From an optimization exercise on the open Yosys and OpenROAD flow, aimed at small area; shortcuts taken in it are not production practice. In this exercise RTL edits were held to simulation tests only and were not proved equivalent to the original. No activity file was given, so power comes from the tool's default toggle rates.

==> flow/design.v, too long to show whole: its modules and the start of the top module <==
// module tv80_alu: 356 lines
// module tv80_mcode: 2185 lines
// module tv80_reg: 41 lines
// module tv80_core: 1186 lines
// module tv80a: 135 lines
module tv80a ( 
  m1_n, mreq_n, iorq_n, rd_n, wr_n, rfsh_n, halt_n, busak_n, A, dout,
  reset_n, clk, wait_n, int_n, nmi_n, busrq_n, di
  );
  // ...
==> flow/flow/run.sh <==
#!/bin/bash
# Own flow: the standard layout (standard.sh), with these changes:
#  - synthesis maps the combinational logic of each module with an
#    area-oriented abc script (see my_synth.tcl; registers are mapped before
#    abc, exactly as in the standard synthesis);
#  - ports are buffered with the smallest buffer;
#  - CTS uses no dummy loads and clkbuf_8 buffers.
# Each tool's output goes to a log file in this folder.
set -euo pipefail
W=$(pwd)
F=$W/flow
export MY_ABC_SCRIPT=$F/abc_area_deep.script
CTS="-sink_clustering_enable -repair_clock_nets -dont_use_dummy_load -buf_list sky130_fd_sc_hd__clkbuf_8 -sink_clustering_size 12 -sink_clustering_max_diameter 80"
bash standard.sh SYNTH_SCRIPT=$F/my_synth.tcl "CTS_ARGS=$CTS" \
  "BUFFER_PORTS_ARGS=-buffer_cell sky130_fd_sc_hd__buf_1" finish > $W/flow_make.log 2>&1
cp orfs/logs/sky130hd/tv80a/base/*.log $W/ 2>/dev/null || true
test -f out/final.def
==> flow/flow/abc_area_deep.script <==
&get -n
&st
&deepsyn -T 30
&st
&deepsyn -T 30 -S 3
&dch -f
&nf -a -p -F 8 -A 4
&put
mfs2 -a
&get -n
&st
&dch -f
&nf -a -p -F 8 -A 4
&put
mfs2 -a
&get -n
&st
&dch -f
&nf -a -p -F 8 -A 4
&put
topo
==> flow/flow/my_synth.tcl <==
# The standard synthesis script (synth_recipe.tcl), with one change: the
# combinational logic is mapped by abc with an area-oriented script
# (flow/abc_area_deep.script) instead of ORFS's speed script. Registers are
# mapped before abc, so they are the same as the standard synthesis's.
proc synth {args} { yosys synth -nofsm -noshare {*}$args }
proc abc {args} {
  set i [lsearch $args -script]
  lset args [expr {$i+1}] $::env(MY_ABC_SCRIPT)
  set j [lsearch $args -D]
  if {$j >= 0} { set args [lreplace $args $j [expr {$j+1}]] }
  puts "my_synth: abc $args"
  yosys abc {*}$args
}
source $::env(SCRIPTS_DIR)/synth.tcl
# left out here: clear keep_hierarchy, flatten, clean up, hide names made inside functions, write 1_2_yosys.v
==> flow/standard.sh <==
#!/bin/bash
# synth_recipe.tcl (not shown) runs the flow's synth.tcl, then flattens the netlist and writes it again
# the make line also repeats each setting of config.mk as NAME=value (left out here)
make -C /OpenROAD-flow-scripts/flow DESIGN_CONFIG=/design/flow/config.mk WORK_HOME=/design/flow/orfs CLKGATE_MAP_FILE= SYNTH_SCRIPT=/design/flow/synth_recipe.tcl "${@:-finish}"
==> flow/config.mk <==
export PLATFORM = sky130hd
export DESIGN_NAME = tv80a
export DESIGN_NICKNAME = tv80a
export VERILOG_FILES = /design/flow/design.v
export SDC_FILE = /design/flow/constraint.sdc
export NUM_CORES = 4
export LEC_CHECK = 0
export CAP_MARGIN = 18
export CORE_MARGIN = 2
export CORE_UTILIZATION = 35
export GPL_TIMING_DRIVEN = 0
export SLEW_MARGIN = 18
export SYNTH_HIERARCHICAL = 1
export SYNTH_MINIMUM_KEEP_SIZE = 0
==> flow/constraint.sdc <==
create_clock -name core_clock -period 20.0 [get_ports {clk}]
set_input_delay 4.0000 -clock core_clock [delete_from_list [all_inputs] [get_ports {clk}]]
set_output_delay 4.0000 -clock core_clock [all_outputs]
set_load 0.01 [all_outputs]
==> run_results.csv, run 1 <==
group,metric,value,unit
floorplanning,start_util,35.38,%
global_route,grt_overflow,0,
power_and_ir_drop,seqPwrFrac,26.1,%
detailed_routing,route.detailed.wl_per_inst,29.69,um
logic_synthesis,yosys.area_share.simple,21.07,%
sta,fin_skew,69.81,ps
outcome,outcome,"complete, no violations",
logic_synthesis,synth_adder_area_share,4.356,%
placement,dp_hpwl,88.80,mm
logic_synthesis,synth_compound_area_share,29.68,%
power_and_ir_drop,power_density,192.2,nW/um2
sta,hold_viol,0,
global_route,grt_first_pass_wirelength,177.3,mm
clocking,cts_setup_buffers,0,
clocking,cts_resized,0,
sta,slew_viol_final,0,
clocking,numCtsBuffers,39,
final_layout,syn2layout_area_growth,11.49,%
clocking,clkSinkCount,353,
logic_synthesis,synth_common_cells,"340 x nor2_1, 317 x nand2_1, 279 x o21ai_0",
final_layout,fin_cells,4080,
logic_synthesis,yosys_warnings,11,
sta,relSlewSlack,14.94,%
min_path,worstHoldStart,"i_tv80_core.Fp[0]",
setup_path,crit_slowest_cell,"a2111oi_0",
power_and_ir_drop,pg_seq,1.42,mW
power_and_ir_drop,ir_drop,0.1146,mV
setup_path,crit_arrival,11710,ps
==> module tv80_core, before the edit <==
module tv80_core ( 
  m1_n, iorq, no_read, write, rfsh_n, halt_n, busak_n, A, dout, mc,
  ts, intcycle_n, IntE, stop,
  reset_n, clk, cen, wait_n, int_n, nmi_n, busrq_n, dinst, di
  );
  parameter Mode = 0;    
  parameter IOWait = 1;  
  parameter Flag_C = 0;
  parameter Flag_N = 1;
  parameter Flag_P = 2;
  parameter Flag_X = 3;
  parameter Flag_H = 4;
  parameter Flag_Y = 5;
  parameter Flag_Z = 6;
  parameter Flag_S = 7;
  input     reset_n;            
  input     clk;                
  input     cen;                
  input     wait_n;             
  input     int_n;              
  input     nmi_n;              
  input     busrq_n;            
  output    m1_n;               
  output    iorq;               
  output    no_read;            
  output    write;              
  output    rfsh_n;             
  output    halt_n;             
  output    busak_n;            
  output [15:0] A; 
  input [7:0]   dinst;  
  input [7:0]   di;     
  output [7:0]  dout;     
  output [6:0]  mc;     
  output [6:0]  ts;     
  output        intcycle_n;     
  output        IntE;           
  output        stop;           
  reg    m1_n;          
  reg    iorq; 
  reg    rfsh_n;   
  reg    halt_n;                
  reg    busak_n;               
  reg [15:0] A; 
  reg [7:0]  dout;        
  reg [6:0]  mc;        
  reg [6:0]  ts;        
  reg   intcycle_n;     
  reg   IntE;           
  reg   stop;           
  parameter     aNone    = 3'b111;
  parameter     aBC      = 3'b000;
  parameter     aDE      = 3'b001;
  parameter     aXY      = 3'b010;
  parameter     aIOA     = 3'b100;
  parameter     aSP      = 3'b101;
  parameter     aZI      = 3'b110;
  reg [7:0]     ACC, F;
  reg [7:0]     Ap, Fp;
  reg [7:0]     I;
  reg [7:0]     R;
  reg [15:0]    SP, PC;
  reg [7:0]     RegDIH;
  reg [7:0]     RegDIL;
  wire [15:0]   RegBusA;
  wire [15:0]   RegBusB;
  wire [15:0]   RegBusC;
  reg [2:0]     RegAddrA_r;
  reg [2:0]     RegAddrA;
  reg [2:0]     RegAddrB_r;
  reg [2:0]     RegAddrB;
  reg [2:0]     RegAddrC;
  reg           RegWEH;
  reg           RegWEL;
  reg           Alternate;
  reg [15:0]    TmpAddr;         
  reg [7:0]     IR;              
  reg [1:0]     ISet;            
  reg [15:0]    ID16;
  reg [7:0]     Save_Mux;
  reg [6:0]     tstate;
  reg [6:0]     mcycle;
  reg           last_mcycle, last_tstate;
  reg           IntE_FF1;
  reg           IntE_FF2;
  reg           Halt_FF;
  reg           BusReq_s;
  reg           BusAck;
  reg           ClkEn;
  reg           NMI_s;
  reg           INT_s;
  reg [1:0]     IStatus;
  reg [7:0]     DI_Reg;
  reg           T_Res;
  reg [1:0]     XY_State;
  reg [2:0]     Pre_XY_F_M;
  reg           NextIs_XY_Fetch;
  reg           XY_Ind;
  reg           No_BTR;
  reg           BTR_r;
  reg           Auto_Wait;
  reg           Auto_Wait_t1;
  reg           Auto_Wait_t2;
  reg           IncDecZ;
  reg [7:0]     BusB;
  reg [7:0]     BusA;
  wire [7:0]    ALU_Q;
  wire [7:0]    F_Out;
  reg [4:0]     Read_To_Reg_r;
  reg           Arith16_r;
  reg           Z16_r;
  reg [3:0]     ALU_Op_r;
  reg           Save_ALU_r;
  reg           PreserveC_r;
  reg [2:0]     mcycles;
  wire [2:0]    mcycles_d;
  wire [2:0]    tstates;
  reg           IntCycle;
  reg           NMICycle;
  wire          Inc_PC;
  wire          Inc_WZ;
  wire [3:0]    IncDec_16;
  wire [1:0]    Prefix;
  wire          Read_To_Acc;
  wire          Read_To_Reg;
  wire [3:0]     Set_BusB_To;
  wire [3:0]     Set_BusA_To;
  wire [3:0]     ALU_Op;
  wire           Save_ALU;
  wire           PreserveC;
  wire           Arith16;
  wire [2:0]     Set_Addr_To;
  wire           Jump;
  wire           JumpE;
  wire           JumpXY;
  wire           Call;
  wire           RstP;
  wire           LDZ;
  wire           LDW;
  wire           LDSPHL;
  wire           iorq_i;
  wire [2:0]     Special_LD;
  wire           ExchangeDH;
  wire           ExchangeRp;
  wire           ExchangeAF;
  wire           ExchangeRS;
  wire           I_DJNZ;
  wire           I_CPL;
  wire           I_CCF;
  wire           I_SCF;
  wire           I_RETN;
  wire           I_BT;
  wire           I_BC;
  wire           I_BTR;
  wire           I_RLD;
  wire           I_RRD;
  wire           I_INRC;
  wire           SetDI;
  wire           SetEI;
  wire [1:0]     IMode;
  wire           Halt;
  reg [15:0]     PC16;
  reg [15:0]     PC16_B;
  reg [15:0]     SP16, SP16_A, SP16_B;
  reg [15:0]     ID16_B;
  reg            Oldnmi_n;
  tv80_mcode #(Mode, Flag_C, Flag_N, Flag_P, Flag_X, Flag_H, Flag_Y, Flag_Z, Flag_S) i_mcode
    (
     .IR                   (IR),
     .ISet                 (ISet),
     .MCycle               (mcycle),
     .F                    (F),
     .NMICycle             (NMICycle),
     .IntCycle             (IntCycle),
     .MCycles              (mcycles_d),
     .TStates              (tstates),
     .Prefix               (Prefix),
     .Inc_PC               (Inc_PC),
     .Inc_WZ               (Inc_WZ),
     .IncDec_16            (IncDec_16),
     .Read_To_Acc          (Read_To_Acc),
     .Read_To_Reg          (Read_To_Reg),
     .Set_BusB_To          (Set_BusB_To),
     .Set_BusA_To          (Set_BusA_To),
     .ALU_Op               (ALU_Op),
     .Save_ALU             (Save_ALU),
     .PreserveC            (PreserveC),
     .Arith16              (Arith16),
     .Set_Addr_To          (Set_Addr_To),
     .IORQ                 (iorq_i),
     .Jump                 (Jump),
     .JumpE                (JumpE),
     .JumpXY               (JumpXY),
     .Call                 (Call),
     .RstP                 (RstP),
     .LDZ                  (LDZ),
     .LDW                  (LDW),
     .LDSPHL               (LDSPHL),
     .Special_LD           (Special_LD),
     .ExchangeDH           (ExchangeDH),
     .ExchangeRp           (ExchangeRp),
     .ExchangeAF           (ExchangeAF),
     .ExchangeRS           (ExchangeRS),
     .I_DJNZ               (I_DJNZ),
     .I_CPL                (I_CPL),
     .I_CCF                (I_CCF),
     .I_SCF                (I_SCF),
     .I_RETN               (I_RETN),
     .I_BT                 (I_BT),
     .I_BC                 (I_BC),
     .I_BTR                (I_BTR),
     .I_RLD                (I_RLD),
     .I_RRD                (I_RRD),
     .I_INRC               (I_INRC),
     .SetDI                (SetDI),
     .SetEI                (SetEI),
     .IMode                (IMode),
     .Halt                 (Halt),
     .NoRead               (no_read),
     .Write                (write)
     );
  tv80_alu #(Mode, Flag_C, Flag_N, Flag_P, Flag_X, Flag_H, Flag_Y, Flag_Z, Flag_S) i_alu
    (
     .Arith16              (Arith16_r),
     .Z16                  (Z16_r),
     .ALU_Op               (ALU_Op_r),
     .IR                   (IR[5:0]),
     .ISet                 (ISet),
     .BusA                 (BusA),
     .BusB                 (BusB),
     .F_In                 (F),
     .Q                    (ALU_Q),
     .F_Out                (F_Out)
     );
  function [6:0] number_to_bitvec;
    input [2:0] num;
    begin
      case (num)
        1 : number_to_bitvec = 7'b0000001;
        2 : number_to_bitvec = 7'b0000010;
        3 : number_to_bitvec = 7'b0000100;
        4 : number_to_bitvec = 7'b0001000;
        5 : number_to_bitvec = 7'b0010000;
        6 : number_to_bitvec = 7'b0100000;
        7 : number_to_bitvec = 7'b1000000;
        default : number_to_bitvec = 7'bx;
      endcase  
    end
  endfunction  
  function [2:0] mcyc_to_number;
    input [6:0] mcyc;
    begin
      casez (mcyc)
        7'b1zzzzzz : mcyc_to_number = 3'h7;
        7'b01zzzzz : mcyc_to_number = 3'h6;
        7'b001zzzz : mcyc_to_number = 3'h5;
        7'b0001zzz : mcyc_to_number = 3'h4;
        7'b00001zz : mcyc_to_number = 3'h3;
        7'b000001z : mcyc_to_number = 3'h2;
        7'b0000001 : mcyc_to_number = 3'h1;
        default : mcyc_to_number = 3'h1;
      endcase
    end
  endfunction
  always @( mcycle or mcycles or tstate or tstates)
    begin
      case (mcycles)
        1 : last_mcycle = mcycle[0];
        2 : last_mcycle = mcycle[1];
        3 : last_mcycle = mcycle[2];
        4 : last_mcycle = mcycle[3];
        5 : last_mcycle = mcycle[4];
        6 : last_mcycle = mcycle[5];
        7 : last_mcycle = mcycle[6];
        default : last_mcycle = 1'bx;
      endcase  
      case (tstates)
        0 : last_tstate = tstate[0];
        1 : last_tstate = tstate[1];
        2 : last_tstate = tstate[2];
        3 : last_tstate = tstate[3];
        4 : last_tstate = tstate[4];
        5 : last_tstate = tstate[5];
        6 : last_tstate = tstate[6];
        default : last_tstate = 1'bx;
      endcase
    end  
  always @( ALU_Q or BusAck or BusB or DI_Reg
	   or ExchangeRp or IR or Save_ALU_r or Set_Addr_To or XY_Ind
	   or XY_State or cen or last_tstate or mcycle)
    begin
      ClkEn = cen && ~ BusAck;
      if (last_tstate)
        T_Res = 1'b1;
      else T_Res = 1'b0;
      if (XY_State != 2'b00 && XY_Ind == 1'b0 &&
          ((Set_Addr_To == aXY) ||
           (mcycle[0] && IR == 8'b11001011) ||
           (mcycle[0] && IR == 8'b00110110)))
        NextIs_XY_Fetch = 1'b1;
      else 
        NextIs_XY_Fetch = 1'b0;
      if (ExchangeRp)
        Save_Mux = BusB;
      else if (!Save_ALU_r)
        Save_Mux = DI_Reg;
      else
        Save_Mux = ALU_Q;
    end  
  always @ (posedge clk or negedge reset_n)
    begin
      if (reset_n == 1'b0 ) 
        begin
          PC <= 0;   
          A <= 0;
          TmpAddr <= 0;
          IR <= 8'b00000000;
          ISet <= 2'b00;
          XY_State <= 2'b00;
          IStatus <= 2'b00;
          mcycles <= 3'b000;
          dout <= 8'b00000000;
          ACC <= 8'hFF;
          F <= 8'hFF;
          Ap <= 8'hFF;
          Fp <= 8'hFF;
          I <= 0;
          R <= 0;
          SP <= 16'hFFFF;
          Alternate <= 1'b0;
          Read_To_Reg_r <= 5'b00000;
          Arith16_r <= 1'b0;
          BTR_r <= 1'b0;
          Z16_r <= 1'b0;
          ALU_Op_r <= 4'b0000;
          Save_ALU_r <= 1'b0;
          PreserveC_r <= 1'b0;
          XY_Ind <= 1'b0;
        end 
      else 
        begin
          if (ClkEn == 1'b1 ) 
            begin
              ALU_Op_r <= 4'b0000;
              Save_ALU_r <= 1'b0;
              Read_To_Reg_r <= 5'b00000;
              mcycles <= mcycles_d;
              if (IMode != 2'b11 ) 
                begin
                  IStatus <= IMode;
                end
              Arith16_r <= Arith16;
              PreserveC_r <= PreserveC;
              if (ISet == 2'b10 && ALU_Op[2] == 1'b0 && ALU_Op[0] == 1'b1 && mcycle[2] ) 
                begin
                  Z16_r <= 1'b1;
                end 
              else 
                begin
                  Z16_r <= 1'b0;
                end
              if (mcycle[0] && (tstate[1] | tstate[2] | tstate[3] )) 
                begin
                  if (tstate[2] && wait_n == 1'b1 ) 
                    begin
                      if (Mode < 2 ) 
                        begin
                          A[7:0] <= R;
                          A[15:8] <= I;
                          R[6:0] <= R[6:0] + 1;
                        end
                      if (Jump == 1'b0 && Call == 1'b0 && NMICycle == 1'b0 && IntCycle == 1'b0 && ~ (Halt_FF == 1'b1 || Halt == 1'b1) ) 
                        begin
                          PC <= PC16;
                        end
                      if (IntCycle == 1'b1 && IStatus == 2'b01 ) 
                        begin
                          IR <= 8'b11111111;
                        end 
                      else if (Halt_FF == 1'b1 || (IntCycle == 1'b1 && IStatus == 2'b10) || NMICycle == 1'b1 ) 
                        begin
                          IR <= 8'b00000000;
			  TmpAddr[7:0] <= dinst;  
                        end 
                      else 
                        begin
                          IR <= dinst;
                        end
                      ISet <= 2'b00;
                      if (Prefix != 2'b00 ) 
                        begin
                          if (Prefix == 2'b11 ) 
                            begin
                              if (IR[5] == 1'b1 ) 
                                begin
                                  XY_State <= 2'b10;
                                end 
                              else 
                                begin
                                  XY_State <= 2'b01;
                                end
                            end 
                          else 
                            begin
                              if (Prefix == 2'b10 ) 
                                begin
                                  XY_State <= 2'b00;
                                  XY_Ind <= 1'b0;
                                end
                              ISet <= Prefix;
                            end
                        end 
                      else 
                        begin
                          XY_State <= 2'b00;
                          XY_Ind <= 1'b0;
                        end
                    end  
                end 
              else 
                begin
                  if (mcycle[5] ) 
                    begin
                      XY_Ind <= 1'b1;
                      if (Prefix == 2'b01 ) 
                        begin
                          ISet <= 2'b01;
                        end
                    end
                  if (T_Res == 1'b1 ) 
                    begin
                      BTR_r <= (I_BT || I_BC || I_BTR) && ~ No_BTR;
                      if (Jump == 1'b1 ) 
                        begin
                          A[15:8] <= DI_Reg;
                          A[7:0] <= TmpAddr[7:0];
                          PC[15:8] <= DI_Reg;
                          PC[7:0] <= TmpAddr[7:0];
                        end 
                      else if (JumpXY == 1'b1 ) 
                        begin
                          A <= RegBusC;
                          PC <= RegBusC;
                        end else if (Call == 1'b1 || RstP == 1'b1 ) 
                          begin
                            A <= TmpAddr;
                            PC <= TmpAddr;
                          end 
                        else if (last_mcycle && NMICycle == 1'b1 ) 
                          begin
                            A <= 16'b0000000001100110;
                            PC <= 16'b0000000001100110;
                          end 
                        else if (mcycle[2] && IntCycle == 1'b1 && IStatus == 2'b10 ) 
                          begin
                            A[15:8] <= I;
                            A[7:0] <= TmpAddr[7:0];
                            PC[15:8] <= I;
                            PC[7:0] <= TmpAddr[7:0];
                          end 
                        else 
                          begin
                            case (Set_Addr_To)
                              aXY :
                                begin
                                  if (XY_State == 2'b00 ) 
                                    begin
                                      A <= RegBusC;
                                    end 
                                  else 
                                    begin
                                      if (NextIs_XY_Fetch == 1'b1 )
                                        begin
                                          A <= PC;
                                        end 
                                      else 
                                        begin
                                          A <= TmpAddr;
                                        end
                                    end  
                                end  
                              aIOA :
                                begin
                                  if (Mode == 3 ) 
                                    begin
                                      A[15:8] <= 8'hFF;
                                    end 
                                  else if (Mode == 2 ) 
                                    begin
                                      A[15:8] <= DI_Reg;
                                    end 
                                  else 
                                    begin
                                      A[15:8] <= ACC;
                                    end
                                  A[7:0] <= DI_Reg;
                                end  
                              aSP :
                                begin
                                  A <= SP;
                                end
                              aBC :
                                begin
                                  if (Mode == 3 && iorq_i == 1'b1 ) 
                                    begin
                                      A[15:8] <= 8'hFF;
                                      A[7:0] <= RegBusC[7:0];
                                    end 
                                  else 
                                    begin
                                      A <= RegBusC;
                                    end
                                end  
                              aDE :
                                begin
                                  A <= RegBusC;
                                end
                              aZI :
                                begin                                  
                                  if (Inc_WZ == 1'b1 ) 
                                    begin
                                      A <= TmpAddr + 1;
                                    end 
                                  else 
                                    begin
                                      A[15:8] <= DI_Reg;
                                      A[7:0] <= TmpAddr[7:0];
                                    end
                                end  
                              default   :
                                begin                                    
                                  A <= PC;
                                end
                            endcase  
                          end  
                      Save_ALU_r <= Save_ALU;
                      ALU_Op_r <= ALU_Op;
                      if (I_CPL == 1'b1 ) 
                        begin
                          ACC <= ~ ACC;
                          F[Flag_Y] <= ~ ACC[5];
                          F[Flag_H] <= 1'b1;
                          F[Flag_X] <= ~ ACC[3];
                          F[Flag_N] <= 1'b1;
                        end
                      if (I_CCF == 1'b1 ) 
                        begin
                          F[Flag_C] <= ~ F[Flag_C];
                          F[Flag_Y] <= ACC[5];
                          F[Flag_H] <= F[Flag_C];
                          F[Flag_X] <= ACC[3];
                          F[Flag_N] <= 1'b0;
                        end
                      if (I_SCF == 1'b1 ) 
                        begin
                          F[Flag_C] <= 1'b1;
                          F[Flag_Y] <= ACC[5];
                          F[Flag_H] <= 1'b0;
                          F[Flag_X] <= ACC[3];
                          F[Flag_N] <= 1'b0;
                        end
                    end  
                  if (tstate[2] && wait_n == 1'b1 ) 
                    begin
                      if (ISet == 2'b01 && mcycle[6] ) 
                        begin
                          IR <= dinst;
                        end
                      if (JumpE == 1'b1 ) 
                        begin
                          PC <= PC16;
                        end 
                      else if (Inc_PC == 1'b1 ) 
                        begin
                          PC <= PC16;
                        end
                      if (BTR_r == 1'b1 ) 
                        begin
                          PC <= PC16;
                        end
                      if (RstP == 1'b1 ) 
                        begin
                          TmpAddr <= { 10'h0, IR[5:3], 3'h0 };
                        end
                    end
                  if (tstate[3] && mcycle[5] ) 
                    begin
                      TmpAddr <= SP16;
                    end
                  if ((tstate[2] && wait_n == 1'b1) || (tstate[4] && mcycle[0]) ) 
                    begin
                      if (IncDec_16[2:0] == 3'b111 ) 
                        begin
                          SP <= SP16;
                        end
                    end
                  if (LDSPHL == 1'b1 ) 
                    begin
                      SP <= RegBusC;
                    end
                  if (ExchangeAF == 1'b1 ) 
                    begin
                      Ap <= ACC;
                      ACC <= Ap;
                      Fp <= F;
                      F <= Fp;
                    end
                  if (ExchangeRS == 1'b1 ) 
                    begin
                      Alternate <= ~ Alternate;
                    end
                end  
              if (tstate[3] ) 
                begin
                  if (LDZ == 1'b1 ) 
                    begin
                      TmpAddr[7:0] <= DI_Reg;
                    end
                  if (LDW == 1'b1 ) 
                    begin
                      TmpAddr[15:8] <= DI_Reg;
                    end
                  if (Special_LD[2] == 1'b1 ) 
                    begin
                      case (Special_LD[1:0])
                        2'b00 :
                          begin
                            ACC <= I;
                            F[Flag_P] <= IntE_FF2;
			    F[Flag_Z] <= (I == 0);
			    F[Flag_S] <= I[7];
			    F[Flag_H] <= 0;
			    F[Flag_N] <= 0; 
                          end
                        2'b01 :
                          begin
                            ACC <= R;
                            F[Flag_P] <= IntE_FF2;
			    F[Flag_Z] <= (I == 0);
			    F[Flag_S] <= I[7];
			    F[Flag_H] <= 0;
			    F[Flag_N] <= 0; 
                          end
                        2'b10 :
                          I <= ACC;
                        default :
                          R <= ACC;
                      endcase
                    end
                end  
              if ((I_DJNZ == 1'b0 && Save_ALU_r == 1'b1) || ALU_Op_r == 4'b1001 ) 
                begin
                  if (Mode == 3 ) 
                    begin
                      F[6] <= F_Out[6];
                      F[5] <= F_Out[5];
                      F[7] <= F_Out[7];
                      if (PreserveC_r == 1'b0 ) 
                        begin
                          F[4] <= F_Out[4];
                        end
                    end 
                  else 
                    begin
                      F[7:1] <= F_Out[7:1];
                      if (PreserveC_r == 1'b0 ) 
                        begin
                          F[Flag_C] <= F_Out[0];
                        end
                    end
                end  
              if (T_Res == 1'b1 && I_INRC == 1'b1 ) 
                begin
                  F[Flag_H] <= 1'b0;
                  F[Flag_N] <= 1'b0;
                  if (DI_Reg[7:0] == 8'b00000000 ) 
                    begin
                      F[Flag_Z] <= 1'b1;
                    end 
                  else 
                    begin
                      F[Flag_Z] <= 1'b0;
                    end
                  F[Flag_S] <= DI_Reg[7];
                  F[Flag_P] <= ~ (^DI_Reg[7:0]);
                end  
              if (tstate[1] && Auto_Wait_t1 == 1'b0 ) 
                begin
                  dout <= BusB;
                  if (I_RLD == 1'b1 ) 
                    begin
                      dout[3:0] <= BusA[3:0];
                      dout[7:4] <= BusB[3:0];
                    end
                  if (I_RRD == 1'b1 ) 
                    begin
                      dout[3:0] <= BusB[7:4];
                      dout[7:4] <= BusA[3:0];
                    end
                end
              if (T_Res == 1'b1 ) 
                begin
                  Read_To_Reg_r[3:0] <= Set_BusA_To;
                  Read_To_Reg_r[4] <= Read_To_Reg;
                  if (Read_To_Acc == 1'b1 ) 
                    begin
                      Read_To_Reg_r[3:0] <= 4'b0111;
                      Read_To_Reg_r[4] <= 1'b1;
                    end
                end
              if (tstate[1] && I_BT == 1'b1 ) 
                begin
                  F[Flag_X] <= ALU_Q[3];
                  F[Flag_Y] <= ALU_Q[1];
                  F[Flag_H] <= 1'b0;
                  F[Flag_N] <= 1'b0;
                end
              if (I_BC == 1'b1 || I_BT == 1'b1 ) 
                begin
                  F[Flag_P] <= IncDecZ;
                end
              if ((tstate[1] && Save_ALU_r == 1'b0 && Auto_Wait_t1 == 1'b0) ||
                  (Save_ALU_r == 1'b1 && ALU_Op_r != 4'b0111) ) 
                begin
                  case (Read_To_Reg_r)
                    5'b10111 :
                      ACC <= Save_Mux;
                    5'b10110 :
                      dout <= Save_Mux;
                    5'b11000 :
                      SP[7:0] <= Save_Mux;
                    5'b11001 :
                      SP[15:8] <= Save_Mux;
                    5'b11011 :
                      F <= Save_Mux;
                    default : ;
                  endcase
                end  
            end  
        end  
    end
  always @ (posedge clk)
    begin
      if (ClkEn == 1'b1 ) 
        begin
          RegAddrA_r <= { Alternate, Set_BusA_To[2:1] };
          if (XY_Ind == 1'b0 && XY_State != 2'b00 && Set_BusA_To[2:1] == 2'b10 ) 
            begin
              RegAddrA_r <= { XY_State[1],  2'b11 };
            end
          RegAddrB_r <= { Alternate, Set_BusB_To[2:1] };
          if (XY_Ind == 1'b0 && XY_State != 2'b00 && Set_BusB_To[2:1] == 2'b10 ) 
            begin
              RegAddrB_r <= { XY_State[1],  2'b11 };
            end
          RegAddrC <= { Alternate,  Set_Addr_To[1:0] };
          if ((JumpXY == 1'b1 || LDSPHL == 1'b1) ) 
            begin
              RegAddrC <= { Alternate, 2'b10 };
            end
          if (((JumpXY == 1'b1 || LDSPHL == 1'b1) && XY_State != 2'b00) || (mcycle[5]) ) 
            begin
              RegAddrC <= { XY_State[1],  2'b11 };
            end
          if (I_DJNZ == 1'b1 && Save_ALU_r == 1'b1 && Mode < 2 ) 
            begin
              IncDecZ <= F_Out[Flag_Z];
            end
          if ((tstate[2] || (tstate[3] && mcycle[0])) && IncDec_16[2:0] == 3'b100 ) 
            begin
              if (ID16 == 0 ) 
                begin
                  IncDecZ <= 1'b0;
                end 
              else 
                begin
                  IncDecZ <= 1'b1;
                end
            end
        end
    end  
  reg           DHswap0, DHswap1;
  wire [1:0]    DHswap = { DHswap1, DHswap0 };
  always @ (posedge clk)
    begin
      if (ClkEn == 1'b1 && ExchangeDH == 1'b1 && tstate[4] && Alternate == 1'b0)
        DHswap0 <= ~ DHswap0;
      if (ClkEn == 1'b1 && ExchangeDH == 1'b1 && tstate[4] && Alternate == 1'b1)
        DHswap1 <= ~ DHswap1;
    end
  function [2:0] dh_map;
    input [2:0] a;
    input [1:0] swp;
    begin
      dh_map = (swp[a[2]] && (a[1] ^ a[0])) ? { a[2], ~a[1:0] } : a;
    end
  endfunction
  always @( Alternate or ExchangeDH or IncDec_16
	   or RegAddrA_r or RegAddrB_r or XY_State or mcycle or tstate)
    begin
      if ((tstate[2] || (tstate[3] && mcycle[0] && IncDec_16[2] == 1'b1)) && XY_State == 2'b00)
        RegAddrA = { Alternate, IncDec_16[1:0] };
      else if ((tstate[2] || (tstate[3] && mcycle[0] && IncDec_16[2] == 1'b1)) && IncDec_16[1:0] == 2'b10)
        RegAddrA = { XY_State[1], 2'b11 };
      else if (ExchangeDH == 1'b1 && tstate[3])
        RegAddrA = { Alternate, 2'b10 };
      else if (ExchangeDH == 1'b1 && tstate[4])
        RegAddrA = { Alternate, 2'b01 };
      else
        RegAddrA = RegAddrA_r;
      if (ExchangeDH == 1'b1 && tstate[3])
        RegAddrB = { Alternate, 2'b01 };
      else
        RegAddrB = RegAddrB_r;
    end  
  always @( ALU_Op_r or Auto_Wait_t1 or ExchangeDH
	   or IncDec_16 or Read_To_Reg_r or Save_ALU_r or mcycle
	   or tstate or wait_n)
    begin
      RegWEH = 1'b0;
      RegWEL = 1'b0;
      if ((tstate[1] && ~Save_ALU_r && ~Auto_Wait_t1) ||
          (Save_ALU_r && (ALU_Op_r != 4'b0111)) ) 
        begin
          case (Read_To_Reg_r)
            5'b10000 , 5'b10001 , 5'b10010 , 5'b10011 , 5'b10100 , 5'b10101 :
              begin
                RegWEH = ~ Read_To_Reg_r[0];
                RegWEL = Read_To_Reg_r[0];
              end  
            default : ;
          endcase  
        end  
      if (IncDec_16[2] && ((tstate[2] && wait_n && ~mcycle[0]) || (tstate[3] && mcycle[0])) ) 
        begin
          case (IncDec_16[1:0])
            2'b00 , 2'b01 , 2'b10 :
              begin
                RegWEH = 1'b1;
                RegWEL = 1'b1;
              end  
            default : ;
          endcase
        end
    end  
  always @( ExchangeDH or ID16 or IncDec_16
	   or RegBusB or Save_Mux or mcycle or tstate)
    begin
      RegDIH = Save_Mux;
      RegDIL = Save_Mux;
      if (IncDec_16[2] == 1'b1 && ((tstate[2] && ~mcycle[0]) || (tstate[3] && mcycle[0])) ) 
        begin
          RegDIH = ID16[15:8];
          RegDIL = ID16[7:0];
        end
    end
  tv80_reg i_reg
    (
     .clk                  (clk),
     .CEN                  (ClkEn),
     .WEH                  (RegWEH),
     .WEL                  (RegWEL),
     .AddrA                (dh_map(RegAddrA, DHswap)),
     .AddrB                (dh_map(RegAddrB, DHswap)),
     .AddrC                (dh_map(RegAddrC, DHswap)),
     .DIH                  (RegDIH),
     .DIL                  (RegDIL),
     .DOAH                 (RegBusA[15:8]),
     .DOAL                 (RegBusA[7:0]),
     .DOBH                 (RegBusB[15:8]),
     .DOBL                 (RegBusB[7:0]),
     .DOCH                 (RegBusC[15:8]),
     .DOCL                 (RegBusC[7:0])
     );
  always @ (posedge clk)
    begin
      if (ClkEn == 1'b1 ) 
        begin
          case (Set_BusB_To)
            4'b0111 :
              BusB <= ACC;
            4'b0000 , 4'b0001 , 4'b0010 , 4'b0011 , 4'b0100 , 4'b0101 :
              begin
                if (Set_BusB_To[0] == 1'b1 ) 
                  begin
                    BusB <= RegBusB[7:0];
                  end 
                else 
                  begin
                    BusB <= RegBusB[15:8];
                  end
              end
            4'b0110 :
              BusB <= DI_Reg;
            4'b1000 :
              BusB <= SP[7:0];
            4'b1001 :
              BusB <= SP[15:8];
            4'b1010 :
              BusB <= 8'b00000001;
            4'b1011 :
              BusB <= F;
            4'b1100 :
              BusB <= PC[7:0];
            4'b1101 :
              BusB <= PC[15:8];
            4'b1110 :
              BusB <= 8'b00000000;
            default :
              BusB <= 8'h0;
          endcase
          case (Set_BusA_To)
            4'b0111 :
              BusA <= ACC;
            4'b0000 , 4'b0001 , 4'b0010 , 4'b0011 , 4'b0100 , 4'b0101 :
              begin
                if (Set_BusA_To[0] == 1'b1 )
                  begin
                    BusA <= RegBusA[7:0];
                  end 
                else 
                  begin
                    BusA <= RegBusA[15:8];
                  end
              end
            4'b0110 :
              BusA <= DI_Reg;
            4'b1000 :
              BusA <= SP[7:0];
            4'b1001 :
              BusA <= SP[15:8];
            4'b1010 :
              BusA <= 8'b00000000;
            default :
              BusA <= 8'h0;
          endcase
        end
    end
  always @ (posedge clk or negedge reset_n)
    begin
      if (reset_n == 1'b0 ) 
        begin
          rfsh_n <= 1'b1;
        end 
      else
        begin
          if (cen == 1'b1 ) 
            begin
              if (mcycle[0] && ((tstate[2]  && wait_n == 1'b1) || tstate[3]) ) 
                begin
                  rfsh_n <= 1'b0;
                end 
              else 
                begin
                  rfsh_n <= 1'b1;
                end
            end
        end
    end  
  always @( BusAck or Halt_FF or I_DJNZ or IntCycle
	   or IntE_FF1 or di or iorq_i or mcycle or tstate)
    begin
      mc = mcycle;
      ts = tstate;
      DI_Reg = di;
      halt_n = ~ Halt_FF;
      busak_n = ~ BusAck;
      intcycle_n = ~ IntCycle;
      IntE = IntE_FF1;
      iorq = iorq_i;
      stop = I_DJNZ;
    end
  always @ (posedge clk or negedge reset_n)
    begin : sync_inputs
      if (~reset_n) 
        begin
          BusReq_s <= 1'b0;
          INT_s <= 1'b0;
          NMI_s <= 1'b0;
          Oldnmi_n <= 1'b0;
        end 
      else
        begin
          if (cen == 1'b1 ) 
            begin
              BusReq_s <= ~ busrq_n;
              INT_s <= ~ int_n;
              if (NMICycle == 1'b1 ) 
                begin
                  NMI_s <= 1'b0;
                end 
              else if (nmi_n == 1'b0 && Oldnmi_n == 1'b1 ) 
                begin
                  NMI_s <= 1'b1;
                end
              Oldnmi_n <= nmi_n;
            end
        end
    end
  always @ (posedge clk or negedge reset_n)
    begin
      if (reset_n == 1'b0 ) 
        begin
          mcycle <= 7'b0000001;
          tstate <= 7'b0000001;
          Pre_XY_F_M <= 3'b000;
          Halt_FF <= 1'b0;
          BusAck <= 1'b0;
          NMICycle <= 1'b0;
          IntCycle <= 1'b0;
          IntE_FF1 <= 1'b0;
          IntE_FF2 <= 1'b0;
          No_BTR <= 1'b0;
          Auto_Wait_t1 <= 1'b0;
          Auto_Wait_t2 <= 1'b0;
          m1_n <= 1'b1;
        end 
      else
        begin
          if (cen == 1'b1 ) 
            begin
              if (T_Res == 1'b1 ) 
                begin
                  Auto_Wait_t1 <= 1'b0;
                end 
              else 
                begin
		  Auto_Wait_t1 <= Auto_Wait || (iorq_i & ~Auto_Wait_t2);
                end
              Auto_Wait_t2 <= Auto_Wait_t1 & !T_Res;
              No_BTR <= (I_BT && (~ IR[4] || ~ F[Flag_P])) ||
                        (I_BC && (~ IR[4] || F[Flag_Z] || ~ F[Flag_P])) ||
                        (I_BTR && (~ IR[4] || F[Flag_Z]));
              if (tstate[2] ) 
                begin
                  if (SetEI == 1'b1 ) 
                    begin
                      if (!NMICycle)
                        IntE_FF1 <= 1'b1;
                      IntE_FF2 <= 1'b1;
                    end
                  if (I_RETN == 1'b1 ) 
                    begin
                      IntE_FF1 <= IntE_FF2;
                    end
                end
              if (tstate[3] ) 
                begin
                  if (SetDI == 1'b1 ) 
                    begin
                      IntE_FF1 <= 1'b0;
                      IntE_FF2 <= 1'b0;
                    end
                end
              if (IntCycle == 1'b1 || NMICycle == 1'b1 ) 
                begin
                  Halt_FF <= 1'b0;
                end
              if (mcycle[0] && tstate[2] && wait_n == 1'b1 ) 
                begin
                  m1_n <= 1'b1;
                end
              if (BusReq_s == 1'b1 && BusAck == 1'b1 ) 
                begin
                end 
              else 
                begin
                  BusAck <= 1'b0;
                  if (tstate[2] && wait_n == 1'b0 ) 
                    begin
                    end 
                  else if (T_Res == 1'b1 ) 
                    begin
                      if (Halt == 1'b1 ) 
                        begin
                          Halt_FF <= 1'b1;
                        end
                      if (BusReq_s == 1'b1 ) 
                        begin
                          BusAck <= 1'b1;
                        end 
                      else 
                        begin
                          tstate <= 7'b0000010;
                          if (NextIs_XY_Fetch == 1'b1 ) 
                            begin
                              mcycle <= 7'b0100000;
                              Pre_XY_F_M <= mcyc_to_number(mcycle);
                              if (IR == 8'b00110110 && Mode == 0 ) 
                                begin
                                  Pre_XY_F_M <= 3'b010;
                                end
                            end 
                          else if ((mcycle[6]) || (mcycle[5] && Mode == 1 && ISet != 2'b01) ) 
                            begin
                              mcycle <= number_to_bitvec(Pre_XY_F_M + 1);
                            end 
                          else if ((last_mcycle) ||
                                   No_BTR == 1'b1 ||
                                   (mcycle[1] && I_DJNZ == 1'b1 && IncDecZ == 1'b1) ) 
                            begin
                              m1_n <= 1'b0;
                              mcycle <= 7'b0000001;
                              IntCycle <= 1'b0;
                              NMICycle <= 1'b0;
                              if (NMI_s == 1'b1 && Prefix == 2'b00 ) 
                                begin
                                  NMICycle <= 1'b1;
                                  IntE_FF1 <= 1'b0;
                                end 
                              else if ((IntE_FF1 == 1'b1 && INT_s == 1'b1) && Prefix == 2'b00 && SetEI == 1'b0 ) 
                                begin
                                  IntCycle <= 1'b1;
                                  IntE_FF1 <= 1'b0;
                                  IntE_FF2 <= 1'b0;
                                end
                            end 
                          else 
                            begin
                              mcycle <= { mcycle[5:0], mcycle[6] };
                            end
                        end
                    end 
                  else 
                    begin    
                      if ( ~(Auto_Wait == 1'b1 && Auto_Wait_t2 == 1'b0) &&
                           ~(IOWait == 1 && iorq_i == 1'b1 && Auto_Wait_t1 == 1'b0) ) 
                        begin
                          tstate <= { tstate[5:0], tstate[6] };
                        end
                    end
                end
              if (tstate[0]) 
                begin
                  m1_n <= 1'b0;
                end
            end
        end
    end
  always @( BTR_r or DI_Reg or IncDec_16 or JumpE or PC
	   or RegBusA or RegBusC or SP or tstate)
    begin
      if (JumpE == 1'b1 ) 
        begin
          PC16_B = { {8{DI_Reg[7]}}, DI_Reg };
        end 
      else if (BTR_r == 1'b1 ) 
        begin
          PC16_B = -2;
        end
      else
        begin
          PC16_B = 1;
        end
      if (tstate[3] && mcycle[5])
        begin
          SP16_A = RegBusC;
          SP16_B = { {8{DI_Reg[7]}}, DI_Reg };
        end
      else
        begin
          if (IncDec_16[1:0] == 2'b11)
            SP16_A = SP;
          else
            SP16_A = RegBusA;
          if (IncDec_16[3] == 1'b1)
            SP16_B = -1;
          else
            SP16_B = 1;
        end
      PC16 = PC + PC16_B;
      SP16 = SP16_A + SP16_B;
      ID16 = SP16;
    end  
  always @( IntCycle or NMICycle or mcycle)
    begin
      Auto_Wait = 1'b0;
      if (IntCycle == 1'b1 || NMICycle == 1'b1 ) 
        begin
          if (mcycle[0] ) 
            begin
              Auto_Wait = 1'b1;
            end
        end
    end  
endmodule  
==> run 2, diff against run 1 <==
--- a/flow/design.v
+++ b/flow/design.v
@@ -359,30 +359,31 @@
 module tv80_mcode 
   ( 
   MCycles, TStates, Prefix, Inc_PC, Inc_WZ, IncDec_16, Read_To_Reg, 
   Read_To_Acc, Set_BusA_To, Set_BusB_To, ALU_Op, Save_ALU, PreserveC, 
   Arith16, Set_Addr_To, IORQ, Jump, JumpE, JumpXY, Call, RstP, LDZ, 
   LDW, LDSPHL, Special_LD, ExchangeDH, ExchangeRp, ExchangeAF, 
   ExchangeRS, I_DJNZ, I_CPL, I_CCF, I_SCF, I_RETN, I_BT, I_BC, I_BTR, 
   I_RLD, I_RRD, I_INRC, SetDI, SetEI, IMode, Halt, NoRead, Write, 
-  IR, ISet, MCycle, F, NMICycle, IntCycle
+  IR, ISet, MCycle_b, F, NMICycle, IntCycle
   );
   parameter             Mode   = 0;
   parameter             Flag_C = 0;
   parameter             Flag_N = 1;
   parameter             Flag_P = 2;
   parameter             Flag_X = 3;
   parameter             Flag_H = 4;
   parameter             Flag_Y = 5;
   parameter             Flag_Z = 6;
   parameter             Flag_S = 7;
   input [7:0]           IR;
   input [1:0]           ISet                    ;
-  input [6:0]           MCycle                  ;
+  input [2:0]           MCycle_b                ;
+  wire [6:0]            MCycle = 7'b0000001 << MCycle_b;
   input [7:0]           F                       ;
   input                 NMICycle                ;
   input                 IntCycle                ;
   output [2:0]          MCycles                 ;
   output [2:0]          TStates                 ;
   output [1:0]          Prefix                  ;  
   output                Inc_PC                  ;
   output                Inc_WZ                  ;
@@ -2659,18 +2660,20 @@
   reg           RegWEH;
   reg           RegWEL;
   reg           Alternate;
   reg [15:0]    TmpAddr;         
   reg [7:0]     IR;              
   reg [1:0]     ISet;            
   reg [15:0]    ID16;
   reg [7:0]     Save_Mux;
-  reg [6:0]     tstate;
-  reg [6:0]     mcycle;
+  reg [2:0]     ts_b;
+  reg [2:0]     mc_b;
+  wire [6:0]    tstate = 7'b0000001 << ts_b;
+  wire [6:0]    mcycle = 7'b0000001 << mc_b;
   reg           last_mcycle, last_tstate;
   reg           IntE_FF1;
   reg           IntE_FF2;
   reg           Halt_FF;
   reg           BusReq_s;
   reg           BusAck;
   reg           ClkEn;
   reg           NMI_s;
@@ -2749,17 +2752,17 @@
   reg [15:0]     PC16_B;
   reg [15:0]     SP16, SP16_A, SP16_B;
   reg [15:0]     ID16_B;
   reg            Oldnmi_n;
   tv80_mcode #(Mode, Flag_C, Flag_N, Flag_P, Flag_X, Flag_H, Flag_Y, Flag_Z, Flag_S) i_mcode
     (
      .IR                   (IR),
      .ISet                 (ISet),
-     .MCycle               (mcycle),
+     .MCycle_b             (mc_b),
      .F                    (F),
      .NMICycle             (NMICycle),
      .IntCycle             (IntCycle),
      .MCycles              (mcycles_d),
      .TStates              (tstates),
      .Prefix               (Prefix),
      .Inc_PC               (Inc_PC),
      .Inc_WZ               (Inc_WZ),
@@ -3582,18 +3585,18 @@
               Oldnmi_n <= nmi_n;
             end
         end
     end
   always @ (posedge clk or negedge reset_n)
     begin
       if (reset_n == 1'b0 ) 
         begin
-          mcycle <= 7'b0000001;
-          tstate <= 7'b0000001;
+          mc_b <= 3'd0;
+          ts_b <= 3'd0;
           Pre_XY_F_M <= 3'b000;
           Halt_FF <= 1'b0;
           BusAck <= 1'b0;
           NMICycle <= 1'b0;
           IntCycle <= 1'b0;
           IntE_FF1 <= 1'b0;
           IntE_FF2 <= 1'b0;
           No_BTR <= 1'b0;
@@ -3662,62 +3665,62 @@
                           Halt_FF <= 1'b1;
                         end
                       if (BusReq_s == 1'b1 ) 
                         begin
                           BusAck <= 1'b1;
                         end 
                       else 
                         begin
-                          tstate <= 7'b0000010;
+                          ts_b <= 3'd1;
                           if (NextIs_XY_Fetch == 1'b1 ) 
                             begin
-                              mcycle <= 7'b0100000;
+                              mc_b <= 3'd5;
                               Pre_XY_F_M <= mcyc_to_number(mcycle);
                               if (IR == 8'b00110110 && Mode == 0 ) 
                                 begin
                                   Pre_XY_F_M <= 3'b010;
                                 end
                             end 
                           else if ((mcycle[6]) || (mcycle[5] && Mode == 1 && ISet != 2'b01) ) 
                             begin
-                              mcycle <= number_to_bitvec(Pre_XY_F_M + 1);
+                              mc_b <= Pre_XY_F_M;
                             end 
                           else if ((last_mcycle) ||
                                    No_BTR == 1'b1 ||
                                    (mcycle[1] && I_DJNZ == 1'b1 && IncDecZ == 1'b1) ) 
                             begin
                               m1_n <= 1'b0;
-                              mcycle <= 7'b0000001;
+                              mc_b <= 3'd0;
                               IntCycle <= 1'b0;
                               NMICycle <= 1'b0;
                               if (NMI_s == 1'b1 && Prefix == 2'b00 ) 
                                 begin
                                   NMICycle <= 1'b1;
                                   IntE_FF1 <= 1'b0;
                                 end 
                               else if ((IntE_FF1 == 1'b1 && INT_s == 1'b1) && Prefix == 2'b00 && SetEI == 1'b0 ) 
                                 begin
                                   IntCycle <= 1'b1;
                                   IntE_FF1 <= 1'b0;
                                   IntE_FF2 <= 1'b0;
                                 end
                             end 
                           else 
                             begin
-                              mcycle <= { mcycle[5:0], mcycle[6] };
+                              mc_b <= (mc_b == 3'd6) ? 3'd0 : mc_b + 3'd1;
                             end
                         end
                     end 
                   else 
                     begin    
                       if ( ~(Auto_Wait == 1'b1 && Auto_Wait_t2 == 1'b0) &&
                            ~(IOWait == 1 && iorq_i == 1'b1 && Auto_Wait_t1 == 1'b0) ) 
                         begin
-                          tstate <= { tstate[5:0], tstate[6] };
+                          ts_b <= (ts_b == 3'd6) ? 3'd0 : ts_b + 3'd1;
                         end
                     end
                 end
               if (tstate[0]) 
                 begin
                   m1_n <= 1'b0;
                 end
             end
==> flow/flow/run.sh (replaced) <==
#!/bin/bash
# Own flow: the standard layout (standard.sh), with these changes:
#  - synthesis maps the combinational logic of each module with an
#    area-oriented abc script (see my_synth.tcl; registers are mapped before
#    abc, exactly as in the standard synthesis), and leaves adders to abc
#    instead of mapping them to full/half-adder cells first;
#  - ports are buffered with the smallest buffer;
#  - CTS uses no dummy loads and clkbuf_8 buffers.
# Each tool's output goes to a log file in this folder.
set -euo pipefail
W=$(pwd)
F=$W/flow
export MY_ABC_SCRIPT=$F/abc_area_deep.script
CTS="-sink_clustering_enable -repair_clock_nets -dont_use_dummy_load -buf_list sky130_fd_sc_hd__clkbuf_8 -sink_clustering_size 12 -sink_clustering_max_diameter 80"
bash standard.sh SYNTH_SCRIPT=$F/my_synth.tcl ADDER_MAP_FILE= RECOVER_POWER=100 "CTS_ARGS=$CTS" \
  "BUFFER_PORTS_ARGS=-buffer_cell sky130_fd_sc_hd__buf_1" finish > $W/flow_make.log 2>&1
cp orfs/logs/sky130hd/tv80a/base/*.log $W/ 2>/dev/null || true
test -f out/final.def
==> flow/config.mk (replaced) <==
export PLATFORM = sky130hd
export DESIGN_NAME = tv80a
export DESIGN_NICKNAME = tv80a
export VERILOG_FILES = /design/flow/design.v
export SDC_FILE = /design/flow/constraint.sdc
export NUM_CORES = 4
export LEC_CHECK = 0
export CAP_MARGIN = 25
export CORE_MARGIN = 2
export CORE_UTILIZATION = 35
export GPL_TIMING_DRIVEN = 0
export SLEW_MARGIN = 18
export SYNTH_HIERARCHICAL = 1
export SYNTH_MINIMUM_KEEP_SIZE = 0
==> run_results.csv, run 2 <==
group,metric,value,unit
setup_path,crit_chain,"o21bai_1 > a2111oi_0 > nor2_1 > buf_1",
detailed_routing,ant_nets,0,
setup_path,crit_arrival,11680,ps
clocking,cts_resized,0,
global_route,grt_pass1_vias,24900,
placement,dp_hpwl,83.45,mm
floorplanning,core-area,68590,um2
sta,timing.hold.ws,487.8,ps
floorplanning,die_area,71430,um2
final_layout,post_route_cells_drive_above_1_share,5.167,%
detailed_routing,firstDrtPassIters,9,
outcome,failed_checks,"max-capacitance violations, max-slew violations",
flow_run,cap_violations,11,
setup_path,rr_worst_depth,29,
global_route,grt_overflow,0,
final_layout,mostFrequentLayoutCell,"nor2_1",
detailed_routing,drt_iter0_drc,4342,
clocking,worstSkewPairLatency,670,ps
min_path,hold_class,"flop to flop",
detailed_routing,vias_per_cell,6.843,
setup_path,crit_family,"compound AO/OA/AOI/OAI gates",
setup_path,cp.required,16000,ps
clocking,clkSlewWorstSetupHoldPaths,50,ps
power_and_ir_drop,power_density,177.7,nW/um2
final_layout,layout_common_cells,"332 x nor2_1, 272 x nand2_1, 237 x o21ai_0",
setup_path,reg2reg_setup_slack,4950,ps
logic_synthesis,yosys_warnings,11,
placement,place.gp.congestion,1.026,
clocking,cts_setup_buffers,0,
floorplanning,die_height,267.3,um
setup_path,slowest_delay,410,ps
detailed_routing,routed-via-count,26910,
setup_path,path_buf_inv,1,
sta,setup_viol,0,
detailed_routing,wl_met1,44.29,mm
global_route,grt_antenna_before_repair,1,
sta,relSlewSlack,-82.09,%
clocking,root_buffer,"clkbuf_8",
setup_path,critPathMaxFanout,2,
sta,slew_viol_final,312,
logic_synthesis,syn_area,24260,um2
clocking,clkSinkCount,345,
global_route,grt_max_degree,62,
detailed_routing,wirelength,114.6,mm
sta,worstMarginPinSlew,2716,ps
setup_path,crit_slowest_cell,"a2111oi_0",
floorplanning,die_w,267.3,um
floorplanning,pin_count,46,
detailed_routing,top_layer_used,"met5",
setup_path,worst-path-stages,4,
placement,placed_cells,3877,
placement,numPortBuffers,45,
floorplanning,row_count,96,
detailed_routing,wl_met2,48.66,mm
final_layout,regArea,9423,um2
final_layout,fin_cells,3932,
setup_path,endpoint_kind,"output pin",
outcome,outcome,"failed layout checks",
setup_path,path_class,"flop to output pin",
detailed_routing,route.detailed.wl_per_inst,29.14,um
clocking,numCtsBuffers,37,
final_layout,fillCellCount,7075,
clocking,ctsHtreeMaxLevel,2,
setup_path,critPathLaunchType,"flop",
logic_synthesis,synthesis.instances,2825,
sta,tns,0,ps
final_layout,layout.nets,3016,
power_and_ir_drop,ir_drop,0.09587,mV
global_route,track_usage,31.42,%
final_layout,largestRegisters,"i_tv80_core.i_reg.RegsH x64, i_tv80_core.i_reg.RegsL x64",
final_layout,fin_area,26920,um2
placement,placed_cell_area,26600,um2
clocking,clockBufferDepth,3,
clocking,cts_tree,"done",
detailed_routing,drc,0,
logic_synthesis,synth_area_per_cell,8.586,um2
global_route,grt_first_pass_wirelength,168.6,mm
sta,rsz0062_at_grt,"no",
final_layout,syn2layout_area_growth,11.00,%
sta,fin_skew,105.4,ps
sta,hold_viol,0,
clocking,cts_hold_buf,0,
floorplanning,start_util,35.37,%
power_and_ir_drop,cellLeakagePower,9.311,nW
detailed_routing,met3RoutedLength,13.22,mm
min_path,whs_path_depth,2,
final_layout,multi_input_area,14740,um2
==> run 2: cell type report <==
class / instances / area share [%]
diodes: 1 / 0.009294
plain buffers: 2 / 0.02788
clock buffers: 37 / 1.891
clock inverters: 3 / 0.04182
inverters: 66 / 0.9248
multi-input cells: 2436 / 54.75
flip-flops and latches: 345 / 35.00
well taps: 931 / 4.326
repair buffers: 111 / 3.030
==> run 2: worst paths after layout <==
kind	endpoint	from
max in group asynchronous	i_tv80_core.A[6]	reset_n
max	rd_n	tstate_r[2]
max reg2reg	i_tv80_core.i_reg.RegsH[7][7]	i_tv80_core.IR[7]
min in group asynchronous	i_tv80_core.XY_State[1]	reset_n
min reg2reg	i_tv80_core.Ap[3]	i_tv80_core.Ap[3]
min	i_tv80_core.Ap[3]	i_tv80_core.Ap[3]
==> run 2: stage by stage <==
step | total power, mW | setup WS, ps | util (%)
after global placement | 4.152 | 1447 | 37.45
final | 4.785 | 4321 | 39.26
after detailed placement | 4.272 | 4960 | 38.78
after global routing | 5.012 | 4239 | 39.25
after CTS | 4.698 | 4281 | 39.53
after floorplan | 3.037 | 5123 | -
==> run 2: worst register-to-register path, delay by kind of cell (launching register included) <==
kind                   cells  cell delay, ps
AND/OR/NAND/NOR            6            3720
multiplexers               2             760
flip-flops                 1             940
buffers and inverters      1            1120
AO/OA/AOI/OAI             18            7270
XOR/XNOR                   2             950
==> run 2: report_power, final <==
group | switching, mW | internal [mW] | leakage [nW]
clock | 0.253 | 0.166 | 0.271
combinational | 2.04 | 1.01 | 5.33
sequential | 0.359 | 0.955 | 3.71
total | 2.65 | 2.13 | 9.31
==> run 2: metal layers <==
layer / GRT usage [%] / vias to the layer above
li1: - / 11660
met1: 41.17 / 12830
met2: 47.69 / 1967
met3: 6.629 / 445
met4: 18.52 / 2
met5: 0 / -
==> run 3, diff against run 2 <==
--- a/flow/flow/run.sh
+++ b/flow/flow/run.sh
@@ -13,5 +13,5 @@
 export MY_ABC_SCRIPT=$F/abc_area_deep.script
 CTS="-sink_clustering_enable -repair_clock_nets -dont_use_dummy_load -buf_list sky130_fd_sc_hd__clkbuf_8 -sink_clustering_size 12 -sink_clustering_max_diameter 80"
-bash standard.sh SYNTH_SCRIPT=$F/my_synth.tcl ADDER_MAP_FILE= RECOVER_POWER=100 "CTS_ARGS=$CTS" \
+bash standard.sh SYNTH_SCRIPT=$F/my_synth.tcl ADDER_MAP_FILE= "CTS_ARGS=$CTS" \
   "BUFFER_PORTS_ARGS=-buffer_cell sky130_fd_sc_hd__buf_1" finish > $W/flow_make.log 2>&1
 cp orfs/logs/sky130hd/tv80a/base/*.log $W/ 2>/dev/null || true
==> run_results.csv, run 3 <==
group,metric,value,unit
outcome,outcome,"complete, no violations",
clocking,root_buffer,"clkbuf_8",
sta,timing.hold.ws,463.2,ps
setup_path,rr_worst_depth,28,
placement,numPortBuffers,45,
final_layout,utilization,39.64,%
power_and_ir_drop,cellLeakagePower,9.514,nW
placement,place.gp.congestion,1.024,
clocking,cts_hold_buf,0,
sta,worstMarginPinSlew,1210,ps
logic_synthesis,yosys_warnings,11,
global_route,grt_overflow,0,
detailed_routing,vias_per_cell,6.802,
clocking,cts_resized,0,
placement,dp_hpwl,84.01,mm
setup_path,path_class,"flop to output pin",
final_layout,multi_input_area,14940,um2
detailed_routing,firstDrtPassIters,8,
min_path,whs_path_depth,2,
final_layout,fin_area,27240,um2
clocking,cts_setup_buffers,0,
floorplanning,row_count,96,
detailed_routing,wirelength,116.6,mm
clocking,numCtsBuffers,39,
global_route,grt_max_degree,55,
power_and_ir_drop,power_density,165.7,nW/um2
floorplanning,die_w,267.7,um
floorplanning,pin_count,46,
sta,slew_viol_final,0,
sta,worst_slack,4276,ps
sta,rsz0062_at_grt,"no",
sta,tns,0,ps
logic_synthesis,synth_area_per_cell,8.454,um2
clocking,worstSkewPairLatency,670,ps
floorplanning,core-area,68710,um2
final_layout,fin_cells,3978,
sta,relSlewSlack,18.49,%
sta,fin_skew,95.62,ps
global_route,grt_pass1_vias,25010,
final_layout,layout.nets,3063,
final_layout,insertedDiodeCount,0,
final_layout,post_route_cells_drive_above_1_share,6.400,%
detailed_routing,routed-via-count,27060,
final_layout,layout_common_cells,"389 x nor2_1, 271 x nand2_1, 242 x o21ai_0",
logic_synthesis,syn_area,24340,um2
min_path,worstHoldStart,"i_tv80_core.Ap[6]",
clocking,clockBufferDepth,3,
sta,hold_viol,0,
floorplanning,die_height,267.7,um
setup_path,critPathLaunchType,"flop",
setup_path,cp.required,16000,ps
power_and_ir_drop,ir_drop,0.2010,mV
min_path,whs_endpoint,"i_tv80_core.Ap[6]",
final_layout,largestRegisters,"i_tv80_core.i_reg.RegsH x64, i_tv80_core.i_reg.RegsL x64",
clocking,cts_tree,"done",
final_layout,syn2layout_area_growth,11.91,%
placement,placed_cell_area,26570,um2
global_route,track_usage,31.94,%
logic_synthesis,synthesis.instances,2879,
setup_path,r2r_start,"i_tv80_core.IR[1]",
clocking,clkSlewWorstSetupHoldPaths,70,ps
detailed_routing,ant_nets,0,
floorplanning,start_util,35.42,%
placement,placed_cells,3923,
sta,setup_viol,0,
setup_path,critPathMaxFanout,2,
setup_path,crit_arrival,11720,ps
final_layout,fillCellCount,7081,
detailed_routing,drt_iter0_drc,4201,
clocking,ctsHtreeMaxLevel,2,
setup_path,crit_start,"tstate_r[2]",
power_and_ir_drop,power.total,4.514,mW
final_layout,regArea,9425,um2
global_route,grt_antenna_before_repair,3,
flow_run,cap_violations,0,
global_route,grt_first_pass_wirelength,170.9,mm
detailed_routing,drc,0,
setup_path,reg2reg_to,"i_tv80_core.i_reg.RegsH[2][6]",
detailed_routing,route.detailed.wl_per_inst,29.31,um
setup_path,endpoint_kind,"output pin",
final_layout,mostFrequentLayoutCell,"nor2_1",
clocking,clkSinkCount,345,
placement,dp_slack,4931,ps
min_path,hold_class,"flop to flop",
setup_path,reg2reg_setup_slack,6900,ps
floorplanning,die_area,71660,um2
run 3: worst max-delay path by stage:
stage / end / slack, ps / cells after the start
floorplan: rd_n / 5120 / 3
global placement: i_tv80_core.i_reg.RegsH[0][7] / 4330 / 28
detailed placement: rd_n / 4930 / 4
CTS: rd_n / 4250 / 4
global route: rd_n / 4130 / 4
finish: rd_n / 4280 / 4
run 3: cell type report:
class,instances,area share [%]
multi-input combinational,2498,54.87
sequential,345,34.60
clock inverter,3,0.04134
timing repair buffer,103,3.409
inverter,57,0.8039
tap,931,4.277
buffer,2,0.02756
clock buffer,39,1.971
run 3: report_power, final:
part	switching [mW]	total (mW)	internal, mW
combinational	1.84	2.81	0.973
clock	0.256	0.430	0.174
sequential	0.341	1.28	0.935
total	2.43	4.51	2.08
run 3: worst max-delay path, cell delays in order, from the launching register on:
cell and delay [ps]:
dfxtp_1 310, o21bai_1 90, a2111oi_0 450, nor2_1 90, buf_1 140
run 3: layer usage:
layer,vias to the layer above,wire length [um],GRT usage (%)
li1,11730,-,-
met1,13070,46350,42.80
met2,1843,49140,47.54
met3,410,13350,7.613
met4,8,7708,17.12
met5,-,57,0
==> run 4, diff against run 3 <==
--- a/flow/config.mk
+++ b/flow/config.mk
@@ -10,4 +10,5 @@
 export CORE_UTILIZATION = 35
 export GPL_TIMING_DRIVEN = 0
+export PLACE_DENSITY = 0.7
 export SLEW_MARGIN = 18
 export SYNTH_HIERARCHICAL = 1
==> run_results.csv, run 4 <==
group,metric,value,unit
clocking,ctsHtreeMaxLevel,2,
power_and_ir_drop,cellLeakagePower,9.591,nW
placement,dp_slack,4945,ps
power_and_ir_drop,pwr-share-comb,61.3,%
sta,slew_viol_final,0,
clocking,numCtsBuffers,38,
logic_synthesis,syn_area,24340,um2
clocking,cts_setup_buffers,0,
power_and_ir_drop,clockPowerShare,9.6,%
power_and_ir_drop,ir_drop,0.1455,mV
sta,fin_skew,59.36,ps
min_path,whs_path_depth,2,
clocking,clkSlewWorstSetupHoldPaths,80,ps
setup_path,reg2reg_setup_slack,7730,ps
clocking,cts_hold_buf,0,
power_and_ir_drop,seqPwrFrac,29.1,%
global_route,grt_antenna_before_repair,6,
min_path,worstHoldStart,"i_tv80_core.Ap[5]",
detailed_routing,route.detailed.wl_per_inst,27.95,um
global_route,grt_pass1_vias,25190,
floorplanning,core-area,68710,um2
detailed_routing,drt_iter0_drc,4169,
sta,rsz0062_at_grt,"no",
setup_path,path_class,"flop to output pin",
sta,worstMarginPinSlew,1154,ps
floorplanning,row_count,96,
clocking,clkSinkCount,345,
floorplanning,die_height,267.7,um
logic_synthesis,synthesis.instances,2883,
detailed_routing,drc,0,
detailed_routing,routed-via-count,27330,
floorplanning,die_area,71660,um2
global_route,grt_first_pass_wirelength,165.3,mm
power_and_ir_drop,intPower,2.086,mW
global_route,grt_max_degree,43,
global_route,track_usage,30.51,%
setup_path,slowest_delay,470,ps
setup_path,crit_family,"compound AO/OA/AOI/OAI gates",
sta,relSlewSlack,22.93,%
setup_path,cp.required,16000,ps
setup_path,crit_chain,"o21bai_1 > a2111oi_0 > nor2_1 > buf_1",
detailed_routing,ant_nets,0,
placement,place.gp.congestion,1.045,
final_layout,largestRegisters,"i_tv80_core.i_reg.RegsH x64, i_tv80_core.i_reg.RegsL x64",
sta,tns,0,ps
clocking,worstSkewPairLatency,650,ps
detailed_routing,wirelength,111.7,mm
power_and_ir_drop,power_density,162.0,nW/um2
setup_path,critPathLaunchType,"flop",
final_layout,syn2layout_area_growth,12.17,%
sta,setup_viol,0,
sta,hold_viol,0,
min_path,hold_class,"flop to flop",
setup_path,endpoint_kind,"output pin",
logic_synthesis,yosys_warnings,11,
final_layout,layout_common_cells,"386 x nor2_1, 286 x nand2_1, 218 x o21ai_0",
detailed_routing,firstDrtPassIters,10,
outcome,outcome,"complete, no violations",
setup_path,crit_slowest_cell,"a2111oi_0",
setup_path,reg2reg_to,"i_tv80_core.i_reg.RegsH[2][6]",
flow_run,cap_violations,0,
detailed_routing,vias_per_cell,6.842,
final_layout,mostFrequentLayoutCell,"nor2_1",
power_and_ir_drop,switching_share,52.81,%
clocking,cts_resized,0,
min_path,whs_endpoint,"i_tv80_core.Ap[5]",
clocking,root_buffer,"clkbuf_8",
placement,dp_hpwl,81.15,mm
floorplanning,start_util,35.42,%
setup_path,rr_worst_depth,28,
power_and_ir_drop,power_switching,2.335,mW
setup_path,crit_arrival,11690,ps
clocking,cts_tree,"done",
setup_path,r2r_start,"i_tv80_core.IR[1]",
floorplanning,die_w,267.7,um
final_layout,layout.nets,3078,
floorplanning,pin_count,46,
final_layout,post_route_cells_drive_above_1_share,6.336,%
global_route,grt_overflow,0,
clocking,clockBufferDepth,3,
sta,worst_slack,4307,ps
placement,numPortBuffers,45,
setup_path,path_buf_inv,1,
setup_path,critPathMaxFanout,2,
logic_synthesis,synth_area_per_cell,8.441,um2
==> run 4: power groups by stage <==
stage                     combinational, mW  sequential (mW)  clock [mW]
after global routing                   2.87             1.30       0.458
after detailed placement               2.57             1.28     0.00131
final                                  2.71             1.29       0.426
after global placement                 2.44             1.30     0.00131
after CTS                              2.58             1.27       0.433
after floorplan                        1.70             1.15     0.00131
==> run 4: worst min-delay path, delay by kind of cell, from the launching register on <==
kind / cells / cell delay, ps
AOI/OAI and AO/OA: 1 / 60
buffers and inverters: 1 / 50
DFF: 1 / 370
==> run 4: final cells by class <==
cell class                 count  area (um2)
fill                        7036       41410
multi-input combinational   2509       14920
sequential                   345        9424
tap                          931        1165
timing repair buffer         114        1052
clock buffer                  38       523.0
inverter                      51       192.7
clock inverter                 3       11.26
buffer                         2       7.507
antenna                        2       5.005
==> run 4: metal layers <==
| layer | track usage [%] | vias up | routed length (um) |
|---|---|---|---|
| met5 | 0 | - | 37 |
| met4 | 18.07 | 6 | 8128 |
| met3 | 8.266 | 479 | 14780 |
| met2 | 45.99 | 2112 | 47570 |
| met1 | 39.04 | 12960 | 41130 |
| li1 | - | 11780 | - |
==> run 4: stage by stage <==
stage	instances	hold slack, ps	total power [mW]	area, um2	utilization [%]
5_1_grt	3994	500.9	4.622	27300	39.73
4_1_cts	3979	475.2	4.279	27190	39.57
3_5_place_dp	3939	461.4	3.850	26660	38.80
2_1_floorplan	2908	434.4	2.854	24430	-
3_3_place_gp	3884	449.9	3.741	25760	37.50
6_report	3995	477.9	4.422	27300	39.73
==> run 4: worst max-delay path by stage <==
stage / startpoint / end / slack (ps) / depth (start not counted)
2_1_floorplan: tstate_r[2] / rd_n / 5120 / 3
3_3_place_gp: i_tv80_core.IR[3] / i_tv80_core.i_reg.RegsH[1][6] / 4840 / 28
3_5_place_dp: tstate_r[2] / rd_n / 4950 / 4
4_1_cts: tstate_r[1] / rd_n / 4310 / 4
5_1_grt: tstate_r[2] / rd_n / 4160 / 4
6_report: tstate_r[2] / rd_n / 4310 / 4
